This design comes from an exercise in tuning for small area, a short achievable clock period and few clock cycles per item on the open sky130 flow, not from production work. Only simulation tests tie the RTL to the original design; equivalence was not proved.

--- flow/design.v ---
module mmm_control #(
   parameter integer STEPS = 65,
   parameter integer F = 4
) (
   input wire clk,
   input wire rn,
   input wire start,
   output wire iter,
   output wire fin,
   output wire sel,
   output wire [2:0] fcnt,
   output wire ready
);
localparam integer CNT_SIZE = $clog2(STEPS);
reg [CNT_SIZE-1:0] cnt;
reg i_iter;
reg i_fin;
reg i_sel;
reg i_ready;
wire done_iter = i_iter & (cnt == (STEPS-1));
wire done_fin = i_fin & (cnt[2:0] == F);
always @(posedge clk, negedge rn) begin
   if (!rn) cnt <= 0;
   else if (start | done_iter) cnt <= 0;
   else cnt <= cnt + 1;
end
assign fcnt = cnt[2:0];
always @(posedge clk, negedge rn) begin
   if (!rn) begin
      i_iter <= 1'b0;
      i_fin <= 1'b0;
      i_sel <= 1'b0;
      i_ready <= 1'b0;
   end else begin
      i_iter <= start | (i_iter & ~done_iter);
      i_fin <= ~start & (done_iter | (i_fin & ~done_fin));
      i_sel <= ~start & done_fin;
      i_ready <= ~start & i_sel;
   end
end
assign iter = i_iter;
assign fin = i_fin;
assign sel = i_sel;
assign ready = i_ready;
endmodule
module mmm_iteration #(
   parameter integer N = 32
) (
   input wire [3:0] a,
   input wire first,
   input wire [N-1:0] b,
   input wire [N-1:0] n,
   input wire [3:1] nq,
   input wire [N+4:0] s_ps,
   input wire [N+4:0] c_ps,
   input wire ca_ps,
   input wire cc_ps,
   output wire [N+4:0] s_ns,
   output wire [N+4:0] c_ns,
   output wire ca_ns,
   output wire cc_ns
);
localparam integer TW = N + 10;
localparam integer QC = 4;                    
localparam integer QW = (N + 1 + QC - 1) / QC;
wire [N:0] q0v;
wire [N:0] q1v;
wire e0_ng;
wire e1_ng;
genvar i;
generate
   for (i = 0; i < QC; i = i + 1) begin : g_q
      localparam integer LO = i * QW;
      localparam integer HI = (LO + QW > N + 1) ? N : LO + QW - 1;
      wire [5:0] d;
      mmm_qsel u_q (
         .s(s_ps[3:0]),
         .ci(ca_ps),
         .n(nq),
         .d(d)
      );
      wire [N+1:0] nx = {1'b0, n, 1'b0};
      genvar j;
      for (j = LO; j <= HI; j = j + 1) begin : g_b
         if (j == 0) begin : g_lsb
            assign q0v[j] = d[0];
            assign q1v[j] = d[3];
         end else begin : g_bit
            assign q0v[j] = ((d[0] & nx[j+1]) | (d[1] & nx[j])) ^ d[2];
            assign q1v[j] = ((d[3] & nx[j+1]) | (d[4] & nx[j])) ^ d[5];
         end
      end
      if (i == 0) begin : g_ng
         assign e0_ng = d[2];
         assign e1_ng = d[5];
      end
   end
endgenerate
wire [TW-1:0] r0 = {{(TW-N-5){1'b0}}, s_ps};
wire [TW-1:0] r1 = {{(TW-N-5){1'b0}}, c_ps};
wire [TW-1:0] p0 = {{(TW-N-4){1'b0}}, b & {N{a[0]}}, 4'd0};
wire [TW-1:0] p1 = {{(TW-N-5){1'b0}}, b & {N{a[1]}}, cc_ps, 3'd0, ca_ps};
wire [TW-1:0] p2 = {{(TW-N-6){1'b0}}, b & {N{a[2]}}, 6'd0};
wire [TW-1:0] p3 = {{(TW-N-7){1'b0}}, b & {N{a[3]}}, 7'd0};
wire [TW-1:0] q0 = {{(TW-N-2){1'b0}}, ~e0_ng & ~first, q0v};
wire [TW-1:0] q1 = {{(TW-N-4){1'b0}}, ~e1_ng & ~first, q1v, 2'd0};
wire [TW-1:0] s1, c1, s2, c2, s3, c3, s4, c4, s5, c5, s6, c6;
mmm_csa #(.W(TW)) u_l1a (.x(r0), .y(r1), .z(p0), .s(s1), .c(c1));
mmm_csa #(.W(TW)) u_l1b (.x(p1), .y(p2), .z(p3), .s(s2), .c(c2));
mmm_csa #(.W(TW)) u_l2 (.x(s1), .y(c1), .z(s2), .s(s3), .c(c3));
mmm_csa #(.W(TW)) u_l3 (.x(s3), .y(c3), .z(c2), .s(s4), .c(c4));
mmm_csa #(.W(TW)) u_l4 (.x(s4), .y(c4), .z(q0), .s(s5), .c(c5));
mmm_csa #(.W(TW)) u_l5 (.x(s5), .y(c5), .z(q1), .s(s6), .c(c6));
reg [4:0] z;
always @(*) begin
   case ({s6[7:4], c6[7:4]})
      8'd0: z = 5'd0;
      8'd1: z = 5'd1;
      8'd2: z = 5'd2;
      8'd3: z = 5'd3;
      8'd4: z = 5'd4;
      8'd5: z = 5'd5;
      8'd6: z = 5'd6;
      8'd7: z = 5'd7;
      8'd8: z = 5'd8;
      8'd9: z = 5'd9;
      8'd10: z = 5'd10;
      8'd11: z = 5'd11;
      8'd12: z = 5'd12;
      8'd13: z = 5'd13;
      8'd14: z = 5'd14;
      8'd15: z = 5'd15;
      8'd16: z = 5'd1;
      8'd17: z = 5'd2;
      8'd18: z = 5'd3;
      8'd19: z = 5'd4;
      8'd20: z = 5'd5;
      8'd21: z = 5'd6;
      8'd22: z = 5'd7;
      8'd23: z = 5'd8;
      8'd24: z = 5'd9;
      8'd25: z = 5'd10;
      8'd26: z = 5'd11;
      8'd27: z = 5'd12;
      8'd28: z = 5'd13;
      8'd29: z = 5'd14;
      8'd30: z = 5'd15;
      8'd31: z = 5'd16;
      8'd32: z = 5'd2;
      8'd33: z = 5'd3;
      8'd34: z = 5'd4;
      8'd35: z = 5'd5;
      8'd36: z = 5'd6;
      8'd37: z = 5'd7;
      8'd38: z = 5'd8;
      8'd39: z = 5'd9;
      8'd40: z = 5'd10;
      8'd41: z = 5'd11;
      8'd42: z = 5'd12;
      8'd43: z = 5'd13;
      8'd44: z = 5'd14;
      8'd45: z = 5'd15;
      8'd46: z = 5'd16;
      8'd47: z = 5'd17;
      8'd48: z = 5'd3;
      8'd49: z = 5'd4;
      8'd50: z = 5'd5;
      8'd51: z = 5'd6;
      8'd52: z = 5'd7;
      8'd53: z = 5'd8;
      8'd54: z = 5'd9;
      8'd55: z = 5'd10;
      8'd56: z = 5'd11;
      8'd57: z = 5'd12;
      8'd58: z = 5'd13;
      8'd59: z = 5'd14;
      8'd60: z = 5'd15;
      8'd61: z = 5'd16;
      8'd62: z = 5'd17;
      8'd63: z = 5'd18;
      8'd64: z = 5'd4;
      8'd65: z = 5'd5;
      8'd66: z = 5'd6;
      8'd67: z = 5'd7;
      8'd68: z = 5'd8;
      8'd69: z = 5'd9;
      8'd70: z = 5'd10;
      8'd71: z = 5'd11;
      8'd72: z = 5'd12;
      8'd73: z = 5'd13;
      8'd74: z = 5'd14;
      8'd75: z = 5'd15;
      8'd76: z = 5'd16;
      8'd77: z = 5'd17;
      8'd78: z = 5'd18;
      8'd79: z = 5'd19;
      8'd80: z = 5'd5;
      8'd81: z = 5'd6;
      8'd82: z = 5'd7;
      8'd83: z = 5'd8;
      8'd84: z = 5'd9;
      8'd85: z = 5'd10;
      8'd86: z = 5'd11;
      8'd87: z = 5'd12;
      8'd88: z = 5'd13;
      8'd89: z = 5'd14;
      8'd90: z = 5'd15;
      8'd91: z = 5'd16;
      8'd92: z = 5'd17;
      8'd93: z = 5'd18;
      8'd94: z = 5'd19;
      8'd95: z = 5'd20;
      8'd96: z = 5'd6;
      8'd97: z = 5'd7;
      8'd98: z = 5'd8;
      8'd99: z = 5'd9;
      8'd100: z = 5'd10;
      8'd101: z = 5'd11;
      8'd102: z = 5'd12;
      8'd103: z = 5'd13;
      8'd104: z = 5'd14;
      8'd105: z = 5'd15;
      8'd106: z = 5'd16;
      8'd107: z = 5'd17;
      8'd108: z = 5'd18;
      8'd109: z = 5'd19;
      8'd110: z = 5'd20;
      8'd111: z = 5'd21;
      8'd112: z = 5'd7;
      8'd113: z = 5'd8;
      8'd114: z = 5'd9;
      8'd115: z = 5'd10;
      8'd116: z = 5'd11;
      8'd117: z = 5'd12;
      8'd118: z = 5'd13;
      8'd119: z = 5'd14;
      8'd120: z = 5'd15;
      8'd121: z = 5'd16;
      8'd122: z = 5'd17;
      8'd123: z = 5'd18;
      8'd124: z = 5'd19;
      8'd125: z = 5'd20;
      8'd126: z = 5'd21;
      8'd127: z = 5'd22;
      8'd128: z = 5'd8;
      8'd129: z = 5'd9;
      8'd130: z = 5'd10;
      8'd131: z = 5'd11;
      8'd132: z = 5'd12;
      8'd133: z = 5'd13;
      8'd134: z = 5'd14;
      8'd135: z = 5'd15;
      8'd136: z = 5'd16;
      8'd137: z = 5'd17;
      8'd138: z = 5'd18;
      8'd139: z = 5'd19;
      8'd140: z = 5'd20;
      8'd141: z = 5'd21;
      8'd142: z = 5'd22;
      8'd143: z = 5'd23;
      8'd144: z = 5'd9;
      8'd145: z = 5'd10;
      8'd146: z = 5'd11;
      8'd147: z = 5'd12;
      8'd148: z = 5'd13;
      8'd149: z = 5'd14;
      8'd150: z = 5'd15;
      8'd151: z = 5'd16;
      8'd152: z = 5'd17;
      8'd153: z = 5'd18;
      8'd154: z = 5'd19;
      8'd155: z = 5'd20;
      8'd156: z = 5'd21;
      8'd157: z = 5'd22;
      8'd158: z = 5'd23;
      8'd159: z = 5'd24;
      8'd160: z = 5'd10;
      8'd161: z = 5'd11;
      8'd162: z = 5'd12;
      8'd163: z = 5'd13;
      8'd164: z = 5'd14;
      8'd165: z = 5'd15;
      8'd166: z = 5'd16;
      8'd167: z = 5'd17;
      8'd168: z = 5'd18;
      8'd169: z = 5'd19;
      8'd170: z = 5'd20;
      8'd171: z = 5'd21;
      8'd172: z = 5'd22;
      8'd173: z = 5'd23;
      8'd174: z = 5'd24;
      8'd175: z = 5'd25;
      8'd176: z = 5'd11;
      8'd177: z = 5'd12;
      8'd178: z = 5'd13;
      8'd179: z = 5'd14;
      8'd180: z = 5'd15;
      8'd181: z = 5'd16;
      8'd182: z = 5'd17;
      8'd183: z = 5'd18;
      8'd184: z = 5'd19;
      8'd185: z = 5'd20;
      8'd186: z = 5'd21;
      8'd187: z = 5'd22;
      8'd188: z = 5'd23;
      8'd189: z = 5'd24;
      8'd190: z = 5'd25;
      8'd191: z = 5'd26;
      8'd192: z = 5'd12;
      8'd193: z = 5'd13;
      8'd194: z = 5'd14;
      8'd195: z = 5'd15;
      8'd196: z = 5'd16;
      8'd197: z = 5'd17;
      8'd198: z = 5'd18;
      8'd199: z = 5'd19;
      8'd200: z = 5'd20;
      8'd201: z = 5'd21;
      8'd202: z = 5'd22;
      8'd203: z = 5'd23;
      8'd204: z = 5'd24;
      8'd205: z = 5'd25;
      8'd206: z = 5'd26;
      8'd207: z = 5'd27;
      8'd208: z = 5'd13;
      8'd209: z = 5'd14;
      8'd210: z = 5'd15;
      8'd211: z = 5'd16;
      8'd212: z = 5'd17;
      8'd213: z = 5'd18;
      8'd214: z = 5'd19;
      8'd215: z = 5'd20;
      8'd216: z = 5'd21;
      8'd217: z = 5'd22;
      8'd218: z = 5'd23;
      8'd219: z = 5'd24;
      8'd220: z = 5'd25;
      8'd221: z = 5'd26;
      8'd222: z = 5'd27;
      8'd223: z = 5'd28;
      8'd224: z = 5'd14;
      8'd225: z = 5'd15;
      8'd226: z = 5'd16;
      8'd227: z = 5'd17;
      8'd228: z = 5'd18;
      8'd229: z = 5'd19;
      8'd230: z = 5'd20;
      8'd231: z = 5'd21;
      8'd232: z = 5'd22;
      8'd233: z = 5'd23;
      8'd234: z = 5'd24;
      8'd235: z = 5'd25;
      8'd236: z = 5'd26;
      8'd237: z = 5'd27;
      8'd238: z = 5'd28;
      8'd239: z = 5'd29;
      8'd240: z = 5'd15;
      8'd241: z = 5'd16;
      8'd242: z = 5'd17;
      8'd243: z = 5'd18;
      8'd244: z = 5'd19;
      8'd245: z = 5'd20;
      8'd246: z = 5'd21;
      8'd247: z = 5'd22;
      8'd248: z = 5'd23;
      8'd249: z = 5'd24;
      8'd250: z = 5'd25;
      8'd251: z = 5'd26;
      8'd252: z = 5'd27;
      8'd253: z = 5'd28;
      8'd254: z = 5'd29;
      8'd255: z = 5'd30;
      default: z = 5'd0;
   endcase
end
assign ca_ns = |{s6[3:0], c6[3:0]};
assign cc_ns = z[4];
assign s_ns = {s6[N+8:8], z[3:0]};
assign c_ns = {c6[N+8:8], 4'd0};
endmodule
module mmm_qsel (
   input wire [3:0] s,
   input wire ci,
   input wire [3:1] n,
   output reg [5:0] d
);
always @(*) begin
   case ({n, s, ci})
      8'd0: d = 6'b000000;
      8'd1: d = 6'b000101;
      8'd2: d = 6'b000101;
      8'd3: d = 6'b101010;
      8'd4: d = 6'b101010;
      8'd5: d = 6'b101001;
      8'd6: d = 6'b101001;
      8'd7: d = 6'b101000;
      8'd8: d = 6'b101000;
      8'd9: d = 6'b101101;
      8'd10: d = 6'b101101;
      8'd11: d = 6'b010010;
      8'd12: d = 6'b010010;
      8'd13: d = 6'b010001;
      8'd14: d = 6'b010001;
      8'd15: d = 6'b010000;
      8'd16: d = 6'b010000;
      8'd17: d = 6'b010101;
      8'd18: d = 6'b010101;
      8'd19: d = 6'b001010;
      8'd20: d = 6'b001010;
      8'd21: d = 6'b001001;
      8'd22: d = 6'b001001;
      8'd23: d = 6'b001000;
      8'd24: d = 6'b001000;
      8'd25: d = 6'b001101;
      8'd26: d = 6'b001101;
      8'd27: d = 6'b000010;
      8'd28: d = 6'b000010;
      8'd29: d = 6'b000001;
      8'd30: d = 6'b000001;
      8'd31: d = 6'b000000;
      8'd32: d = 6'b000000;
      8'd33: d = 6'b001001;
      8'd34: d = 6'b001001;
      8'd35: d = 6'b010010;
      8'd36: d = 6'b010010;
      8'd37: d = 6'b000101;
      8'd38: d = 6'b000101;
      8'd39: d = 6'b001000;
      8'd40: d = 6'b001000;
      8'd41: d = 6'b010001;
      8'd42: d = 6'b010001;
      8'd43: d = 6'b101010;
      8'd44: d = 6'b101010;
      8'd45: d = 6'b001101;
      8'd46: d = 6'b001101;
      8'd47: d = 6'b010000;
      8'd48: d = 6'b010000;
      8'd49: d = 6'b101001;
      8'd50: d = 6'b101001;
      8'd51: d = 6'b000010;
      8'd52: d = 6'b000010;
      8'd53: d = 6'b010101;
      8'd54: d = 6'b010101;
      8'd55: d = 6'b101000;
      8'd56: d = 6'b101000;
      8'd57: d = 6'b000001;
      8'd58: d = 6'b000001;
      8'd59: d = 6'b001010;
      8'd60: d = 6'b001010;
      8'd61: d = 6'b101101;
      8'd62: d = 6'b101101;
      8'd63: d = 6'b000000;
      8'd64: d = 6'b000000;
      8'd65: d = 6'b001101;
      8'd66: d = 6'b001101;
      8'd67: d = 6'b001010;
      8'd68: d = 6'b001010;
      8'd69: d = 6'b010001;
      8'd70: d = 6'b010001;
      8'd71: d = 6'b101000;
      8'd72: d = 6'b101000;
      8'd73: d = 6'b000101;
      8'd74: d = 6'b000101;
      8'd75: d = 6'b000010;
      8'd76: d = 6'b000010;
      8'd77: d = 6'b001001;
      8'd78: d = 6'b001001;
      8'd79: d = 6'b010000;
      8'd80: d = 6'b010000;
      8'd81: d = 6'b101101;
      8'd82: d = 6'b101101;
      8'd83: d = 6'b101010;
      8'd84: d = 6'b101010;
      8'd85: d = 6'b000001;
      8'd86: d = 6'b000001;
      8'd87: d = 6'b001000;
      8'd88: d = 6'b001000;
      8'd89: d = 6'b010101;
      8'd90: d = 6'b010101;
      8'd91: d = 6'b010010;
      8'd92: d = 6'b010010;
      8'd93: d = 6'b101001;
      8'd94: d = 6'b101001;
      8'd95: d = 6'b000000;
      8'd96: d = 6'b000000;
      8'd97: d = 6'b010001;
      8'd98: d = 6'b010001;
      8'd99: d = 6'b000010;
      8'd100: d = 6'b000010;
      8'd101: d = 6'b101101;
      8'd102: d = 6'b101101;
      8'd103: d = 6'b001000;
      8'd104: d = 6'b001000;
      8'd105: d = 6'b101001;
      8'd106: d = 6'b101001;
      8'd107: d = 6'b001010;
      8'd108: d = 6'b001010;
      8'd109: d = 6'b000101;
      8'd110: d = 6'b000101;
      8'd111: d = 6'b010000;
      8'd112: d = 6'b010000;
      8'd113: d = 6'b000001;
      8'd114: d = 6'b000001;
      8'd115: d = 6'b010010;
      8'd116: d = 6'b010010;
      8'd117: d = 6'b001101;
      8'd118: d = 6'b001101;
      8'd119: d = 6'b101000;
      8'd120: d = 6'b101000;
      8'd121: d = 6'b001001;
      8'd122: d = 6'b001001;
      8'd123: d = 6'b101010;
      8'd124: d = 6'b101010;
      8'd125: d = 6'b010101;
      8'd126: d = 6'b010101;
      8'd127: d = 6'b000000;
      8'd128: d = 6'b000000;
      8'd129: d = 6'b010101;
      8'd130: d = 6'b010101;
      8'd131: d = 6'b101010;
      8'd132: d = 6'b101010;
      8'd133: d = 6'b001001;
      8'd134: d = 6'b001001;
      8'd135: d = 6'b101000;
      8'd136: d = 6'b101000;
      8'd137: d = 6'b001101;
      8'd138: d = 6'b001101;
      8'd139: d = 6'b010010;
      8'd140: d = 6'b010010;
      8'd141: d = 6'b000001;
      8'd142: d = 6'b000001;
      8'd143: d = 6'b010000;
      8'd144: d = 6'b010000;
      8'd145: d = 6'b000101;
      8'd146: d = 6'b000101;
      8'd147: d = 6'b001010;
      8'd148: d = 6'b001010;
      8'd149: d = 6'b101001;
      8'd150: d = 6'b101001;
      8'd151: d = 6'b001000;
      8'd152: d = 6'b001000;
      8'd153: d = 6'b101101;
      8'd154: d = 6'b101101;
      8'd155: d = 6'b000010;
      8'd156: d = 6'b000010;
      8'd157: d = 6'b010001;
      8'd158: d = 6'b010001;
      8'd159: d = 6'b000000;
      8'd160: d = 6'b000000;
      8'd161: d = 6'b101001;
      8'd162: d = 6'b101001;
      8'd163: d = 6'b010010;
      8'd164: d = 6'b010010;
      8'd165: d = 6'b010101;
      8'd166: d = 6'b010101;
      8'd167: d = 6'b001000;
      8'd168: d = 6'b001000;
      8'd169: d = 6'b000001;
      8'd170: d = 6'b000001;
      8'd171: d = 6'b101010;
      8'd172: d = 6'b101010;
      8'd173: d = 6'b101101;
      8'd174: d = 6'b101101;
      8'd175: d = 6'b010000;
      8'd176: d = 6'b010000;
      8'd177: d = 6'b001001;
      8'd178: d = 6'b001001;
      8'd179: d = 6'b000010;
      8'd180: d = 6'b000010;
      8'd181: d = 6'b000101;
      8'd182: d = 6'b000101;
      8'd183: d = 6'b101000;
      8'd184: d = 6'b101000;
      8'd185: d = 6'b010001;
      8'd186: d = 6'b010001;
      8'd187: d = 6'b001010;
      8'd188: d = 6'b001010;
      8'd189: d = 6'b001101;
      8'd190: d = 6'b001101;
      8'd191: d = 6'b000000;
      8'd192: d = 6'b000000;
      8'd193: d = 6'b101101;
      8'd194: d = 6'b101101;
      8'd195: d = 6'b001010;
      8'd196: d = 6'b001010;
      8'd197: d = 6'b000001;
      8'd198: d = 6'b000001;
      8'd199: d = 6'b101000;
      8'd200: d = 6'b101000;
      8'd201: d = 6'b010101;
      8'd202: d = 6'b010101;
      8'd203: d = 6'b000010;
      8'd204: d = 6'b000010;
      8'd205: d = 6'b101001;
      8'd206: d = 6'b101001;
      8'd207: d = 6'b010000;
      8'd208: d = 6'b010000;
      8'd209: d = 6'b001101;
      8'd210: d = 6'b001101;
      8'd211: d = 6'b101010;
      8'd212: d = 6'b101010;
      8'd213: d = 6'b010001;
      8'd214: d = 6'b010001;
      8'd215: d = 6'b001000;
      8'd216: d = 6'b001000;
      8'd217: d = 6'b000101;
      8'd218: d = 6'b000101;
      8'd219: d = 6'b010010;
      8'd220: d = 6'b010010;
      8'd221: d = 6'b001001;
      8'd222: d = 6'b001001;
      8'd223: d = 6'b000000;
      8'd224: d = 6'b000000;
      8'd225: d = 6'b000001;
      8'd226: d = 6'b000001;
      8'd227: d = 6'b000010;
      8'd228: d = 6'b000010;
      8'd229: d = 6'b001101;
      8'd230: d = 6'b001101;
      8'd231: d = 6'b001000;
      8'd232: d = 6'b001000;
      8'd233: d = 6'b001001;
      8'd234: d = 6'b001001;
      8'd235: d = 6'b001010;
      8'd236: d = 6'b001010;
      8'd237: d = 6'b010101;
      8'd238: d = 6'b010101;
      8'd239: d = 6'b010000;
      8'd240: d = 6'b010000;
      8'd241: d = 6'b010001;
      8'd242: d = 6'b010001;
      8'd243: d = 6'b010010;
      8'd244: d = 6'b010010;
      8'd245: d = 6'b101101;
      8'd246: d = 6'b101101;
      8'd247: d = 6'b101000;
      8'd248: d = 6'b101000;
      8'd249: d = 6'b101001;
      8'd250: d = 6'b101001;
      8'd251: d = 6'b101010;
      8'd252: d = 6'b101010;
      8'd253: d = 6'b000101;
      8'd254: d = 6'b000101;
      8'd255: d = 6'b000000;
      default: d = 6'd0;
   endcase
end
endmodule
module mmm_csa #(
   parameter integer W = 8
) (
   input wire [W-1:0] x,
   input wire [W-1:0] y,
   input wire [W-1:0] z,
   output wire [W-1:0] s,
   output wire [W-1:0] c
);
assign s = x ^ y ^ z;
assign c = {((x[W-2:0] & y[W-2:0]) | (x[W-2:0] & z[W-2:0]) | (y[W-2:0] & z[W-2:0])), 1'b0};
endmodule
module mmm #(
   parameter integer N = 256
) (
   input wire clk,
   input wire rn,
   input wire start,
   input wire [N-1:0] a,
   input wire [N-1:0] b,
   input wire [N-1:0] n,
   output wire ready,
   output wire [N-1:0] y
);
localparam integer K = 4;                     
localparam integer F = 4;                     
localparam integer W = 66;                    
localparam integer SW = W * F;                
localparam integer PW = N + 5;                
localparam [SW-1:0] NEG_CB = 264'hff5555555555555555555555555555555555555555555555555555555555555556;
wire iter;
wire fin;
wire sel;
wire [2:0] fcnt;
reg [N-1:0] a_reg;
reg [SW-1:0] b_reg;
reg [3:1] nq_reg;
reg [W-1:0] nc_reg;
reg [SW-1:0] s_reg;
reg [SW-1:0] c_reg;
reg first;     
reg yt_reg;    
reg ct_reg;    
reg cc_reg;    
reg c1_reg;    
reg c2_reg;    
wire [PW-1:0] s_ns;
wire [PW-1:0] c_ns;
wire ca_ns;
wire cc_ns;
mmm_control #(
   .STEPS(N/K+1),
   .F(F)
) u_ctrl (
   .clk(clk),
   .rn(rn),
   .start(start),
   .iter(iter),
   .fin(fin),
   .sel(sel),
   .fcnt(fcnt),
   .ready(ready)
);
mmm_iteration #(
   .N(N)
) u_it (
   .a(a_reg[K-1:0]),
   .first(first),
   .b(b_reg[N-1:0]),
   .n(n),
   .nq(nq_reg),
   .s_ps(s_reg[PW-1:0]),
   .c_ps(c_reg[PW-1:0]),
   .ca_ps(yt_reg),
   .cc_ps(cc_reg),
   .s_ns(s_ns),
   .c_ns(c_ns),
   .ca_ns(ca_ns),
   .cc_ns(cc_ns)
);
wire [SW-1:0] n_ext = {{(SW-N){1'b0}}, n};
always @(posedge clk) begin
   nq_reg <= n[3:1];
   nc_reg <= n_ext[fcnt[1:0]*W +: W];
end
always @(posedge clk) first <= start;
wire t_on = fin & (fcnt != F);
wire [W-1:0] kb = NEG_CB[fcnt[1:0]*W +: W];
wire [W-1:0] kc = (fcnt == 3'd0) ? {kb[W-1:6], cc_reg, ~cc_reg, kb[3:0]} : kb;
wire [W-1:0] sc = s_reg[W-1:0];
wire [W-1:0] cc = c_reg[W-1:0];
wire [W-1:0] x0 = sc ^ cc ^ kc;
wire [W-1:0] y0 = (sc & cc) | (sc & kc) | (cc & kc);
wire [W-1:0] y0s = {y0[W-2:0], yt_reg};
wire [W+1:0] t_f = {1'b0, x0, 1'b1} + {1'b0, y0s, ct_reg};
wire [W-1:0] tp = s_reg[SW-1:SW-W];
wire [W+1:0] d1_f = {1'b0, tp, 1'b1} + {1'b0, ~nc_reg, c1_reg};
wire [W+1:0] d2_f = {1'b0, tp, 1'b1} + {1'b0, nc_reg, c2_reg};
wire [W:0] t_c = t_f[W+1:1];
wire [W:0] d1_c = d1_f[W+1:1];
wire [W:0] d2_c = d2_f[W+1:1];
always @(posedge clk) begin
   if (fin) begin
      cc_reg <= cc_reg;
      yt_reg <= y0[W-1];
      ct_reg <= t_c[W];
      c1_reg <= (fcnt == 3'd0) | d1_c[W];
      c2_reg <= (fcnt != 3'd0) & d2_c[W];
   end else begin
      yt_reg <= iter & ca_ns;
      cc_reg <= iter & cc_ns;
      ct_reg <= 1'b0;
      c1_reg <= 1'b1;
      c2_reg <= 1'b0;
   end
end
wire [N-1:0] result = s_reg[SW-1] ? b_reg[N-1:0] : (c_reg[SW-1] ? s_reg[N-1:0] : c_reg[N-1:0]);
always @(posedge clk) begin
   if (start) a_reg <= a;
   else if (sel) a_reg <= result;
   else a_reg <= a_reg >> K;
end
always @(posedge clk) begin
   if (start) b_reg <= {{(SW-N){1'b0}}, b};
   else if (fin) b_reg <= {d2_c[W-1:0], b_reg[SW-1:W]};
end
wire [SW-1:0] s_alt = t_on ? {t_c[W-1:0], s_reg[SW-1:W]} : (fin ? s_reg : {SW{1'b0}});
wire [SW-1:0] c_alt = fin ? {d1_c[W-1:0], c_reg[SW-1:W]} : {SW{1'b0}};
always @(posedge clk) begin
   s_reg <= iter ? {{(SW-PW){1'b0}}, s_ns} : s_alt;
   c_reg <= iter ? {{(SW-PW){1'b0}}, c_ns} : c_alt;
end
assign y = a_reg;
endmodule
--- flow/flow/run.sh ---
#!/bin/bash
# The standard layout (its SDC, config and settings) with two changes:
# the timing repair steps aim at 7.8 ns of setup slack instead of config.mk's
# margin, and the port buffers are buf_2 cells.
set -euo pipefail
bash standard.sh SETUP_SLACK_MARGIN=7.8 "BUFFER_PORTS_ARGS=-buffer_cell sky130_fd_sc_hd__buf_2" finish > standard.log 2>&1
--- flow/standard.sh ---
#!/bin/bash
# synth_recipe.tcl (not shown) runs the flow's synth.tcl, then flattens the netlist and writes it again
# the make line also repeats each setting of config.mk as NAME=value (left out here)
make -C /OpenROAD-flow-scripts/flow DESIGN_CONFIG=/design/flow/config.mk WORK_HOME=/design/flow/orfs CLKGATE_MAP_FILE= SYNTH_SCRIPT=/design/flow/synth_recipe.tcl "${@:-finish}"
--- flow/config.mk ---
export PLATFORM = sky130hd
export DESIGN_NAME = mmm
export DESIGN_NICKNAME = mmm
export VERILOG_FILES = /design/flow/design.v
export SDC_FILE = /design/flow/constraint.sdc
export NUM_CORES = 4
export LEC_CHECK = 0
export CAP_MARGIN = 20
export CORE_MARGIN = 2
export CORE_UTILIZATION = 45
export SETUP_SLACK_MARGIN = 5
export SLEW_MARGIN = 20
export SYNTH_HIERARCHICAL = 1
--- flow/constraint.sdc ---
create_clock -name core_clock -period 12.0 [get_ports {clk}]
set_input_delay 2.4000 -clock core_clock [delete_from_list [all_inputs] [get_ports {clk}]]
set_output_delay 2.4000 -clock core_clock [all_outputs]
set_load 0.01 [all_outputs]
==> run_results.csv <==
group,metric,value,unit
timing,fin_skew,0.0690,ns
worst_setup_path,cp_top_family,"compound AO/OA/AOI/OAI gates",
worst_setup_path,cp.required,12.58,ns
worst_hold_path,min_from,"c_reg[262]",
floorplanning,initial_core_util,45.2,%
global_routing,grt_pass1_wl,780,mm
routing,vias_per_cell,6.45,
yosys,syn_inst,11100,
worst_setup_path,end_kind,"flop",
worst_setup_path,critPathBufInv,3,
worst_setup_path,path_max_fanout,5,
worst_setup_path,r2r_end,"s_reg[259]",
timing,tightest_slew,1.32,ns
yosys,synth_area,115000,um^2
yosys,syn_avg_cell_area,10.3,um^2
routing,ant_nets,0,
routing,drtIter0Drc,13000,
floorplanning,fp.dieW,509,um
place,place_area,122000,um^2
routing,vias,101000,
worst_setup_path,worstPathArrival,5.53,ns
clock_tree,numCtsBuffers,155,
worst_hold_path,hold_depth,1,
clock_tree,clock_path_buffers,3,
clock_tree,tritoncts,"built",
floorplanning,core_area,254000,um^2
job,cap_violations,0,
routing,wl_per_cell,36.8,um
clock_tree,cts_root_buf,"clkbuf_16",
global_routing,grt_pass1_vias,101000,
place,dp_hpwl,390,mm
yosys,synth_warnings,10,
timing,final.min_clock_period,4.95,ns
worst_hold_path,holdCritPathClass,"flop to flop",
clock_tree,holdBufCountCts,0,
clock_tree,cts.reportedPaths.clkPinSlew,0.06,ns
worst_setup_path,setup.worst_path.start,"u_ctrl.cnt[0]",
timing,finalMaxSlewViolations,0,
global_routing,grt_max_degree,197,
layout,final_area,140000,um^2
routing,wirelength,577,mm
clock_tree,clock-sinks,1134,
timing,hold_violations,0,
global_routing,grt_overflow,0,
worst_hold_path,holdPathEnd,"c_reg[196]",
layout,area_growth,21.9,%
floorplanning,die_height,509,um
worst_setup_path,cpPeakStageDelay,0.59,ns
worst_setup_path,path_cells,"nor2_4 -> nand3b_1 -> fa_2 -> inv_2 -> ha_4 -> a21o_1 -> a221o_1 -> or4b_4 -> o21ai_4 -> a211oi_4 -> buf_4 -> o21ai_4 -> o41ai_2 -> buf_4 -> a31oi_4 -> xor2_4 -> o21ai_2",
worst_setup_path,path_depth,17,
timing,rsz0062_at_grt,"true",
place,port_buffers,1027,
global_routing,gr-usage-all-layers,43.0,%
worst_setup_path,reg2reg_from,"u_ctrl.cnt[0]",
floorplanning,dieArea,259000,um^2
worst_setup_path,crit_slowest_cell,"fa_2",
timing,finalCritPeriodShare,41.2,%
timing,fmax,0.202,GHz
clock_tree,clock_latency,0.87,ns
run_status,status,"no timing/DRC/antenna violations",
timing,fin_setup_tns,0,ns
floorplanning,fp-row-count,185,
timing,setup_viol,0,
worst_setup_path,r2r_slack,7.05,ns
routing,firstDrtPassIters,8,
routing,drc,0,
clock_tree,ctsHtreeMaxLevel,4,
timing,slew_headroom,9.38,%
floorplanning,ios,1028,
layout,layout-drive-gt1-share,28.6,%
layout,final_nets,14800,
worst_setup_path,start_kind,"flop",
worst_setup_path,r2r_cells,17,
global_routing,antenna_found_initial,114,
worst_setup_path,crit_type,"flop to flop",
place,globalplace.congestion,0.979,
==> per-stage QoR <==
step	setup slack [ns]	utilization (%)	hold WS, ns	instances
final	7.05	55.0	0.477	15700
after CTS	7.06	53.6	0.481	15500
after floorplan	4.82	-	0.420	11200
after global placement	4.81	48.2	0.451	14900
after detailed placement	4.93	48.2	0.441	14900
after global routing	7.01	55.0	0.489	15600
==> area by class of cell <==
cell class,count,area (um^2)
fillers,22400,114000
multi-input cells,8902,86800
flip-flops and latches,1134,28000
repair buffers,1578,13700
clock buffers,228,4600
well taps,3366,4210
inverters,344,1310
clock inverters,63,796
diodes,84,210
==> cell usage in the layout (no fill, tap or decap), types with 211 or more instances in the layout <==
cell type  count
buf_2       1027
ha_1         233
a22o_1       218
mux2_2       211
o21ai_0      764
o21ai_1      225
fa_1         813
dfxtp_1      597
and2_1       786
a22oi_1      510
xnor2_1      630
a21oi_1      276
inv_1        327
edfxtp_1     518
and2_4       256
mux2i_1      534
fa_2         788
buf_4        224
nand2_1     1204
==> routing by layer <==
layer | GRT usage, % | share of wire [%] | up-vias | wire (um)
met4 | 25.6 | 7.4 | 74 | 42600
met1 | 55.1 | 37 | 51500 | 215000
li1 | - | - | 40500 | -
met2 | 64.6 | 43 | 7441 | 251000
met3 | 12.4 | 12 | 1679 | 68600
met5 | 0 | 0.079 | - | 454
==> repair_timing <==
item,in CTS,in global routing
endpoints found under the hold margin,0,0
cloned,91,17
endpoints found under the setup margin,761,687
gates resized for setup,1054,897
buffers inserted,227,82
pin swaps,495,513
==> worst max path at each step <==
stage                 endpoint  slack, ns
floorplan             b_reg[0]       4.82
global placement    s_reg[260]       4.81
detailed placement    s_reg[3]       4.93
CTS                   s_reg[3]       7.06
global route          s_reg[3]       7.01
finish              s_reg[259]       7.05
Testbench counts, summed over its fixed seeds: cycles 18,456, items 256.

-- re-timing with driven ports --
No port has a modelled driver above. Below, the same layout with a new extraction and two added sets of constraints. Step 1 assumes that a clkbuf_16 drives the clock port and a buf_2 every other input. Step 2 also shifts input and output timing later by t, the mid clock arrival at the registers, as if the neighbouring blocks saw the same clock. Three values: ideal, step 1, step 2; two values: the first two.
t, ns: 0.942
slack for setup (ns): 7.052 / 7.052 / 6.306
hold WS [ns]: 0.477 / 0.477 / 0.477
clock arrival spread, ns: 0.069 / 0.069
After both steps setup and hold are still met in this run. For this run, drivers alone change the setup slack by 0.000 ns; drivers and shift together by -0.746 ns.
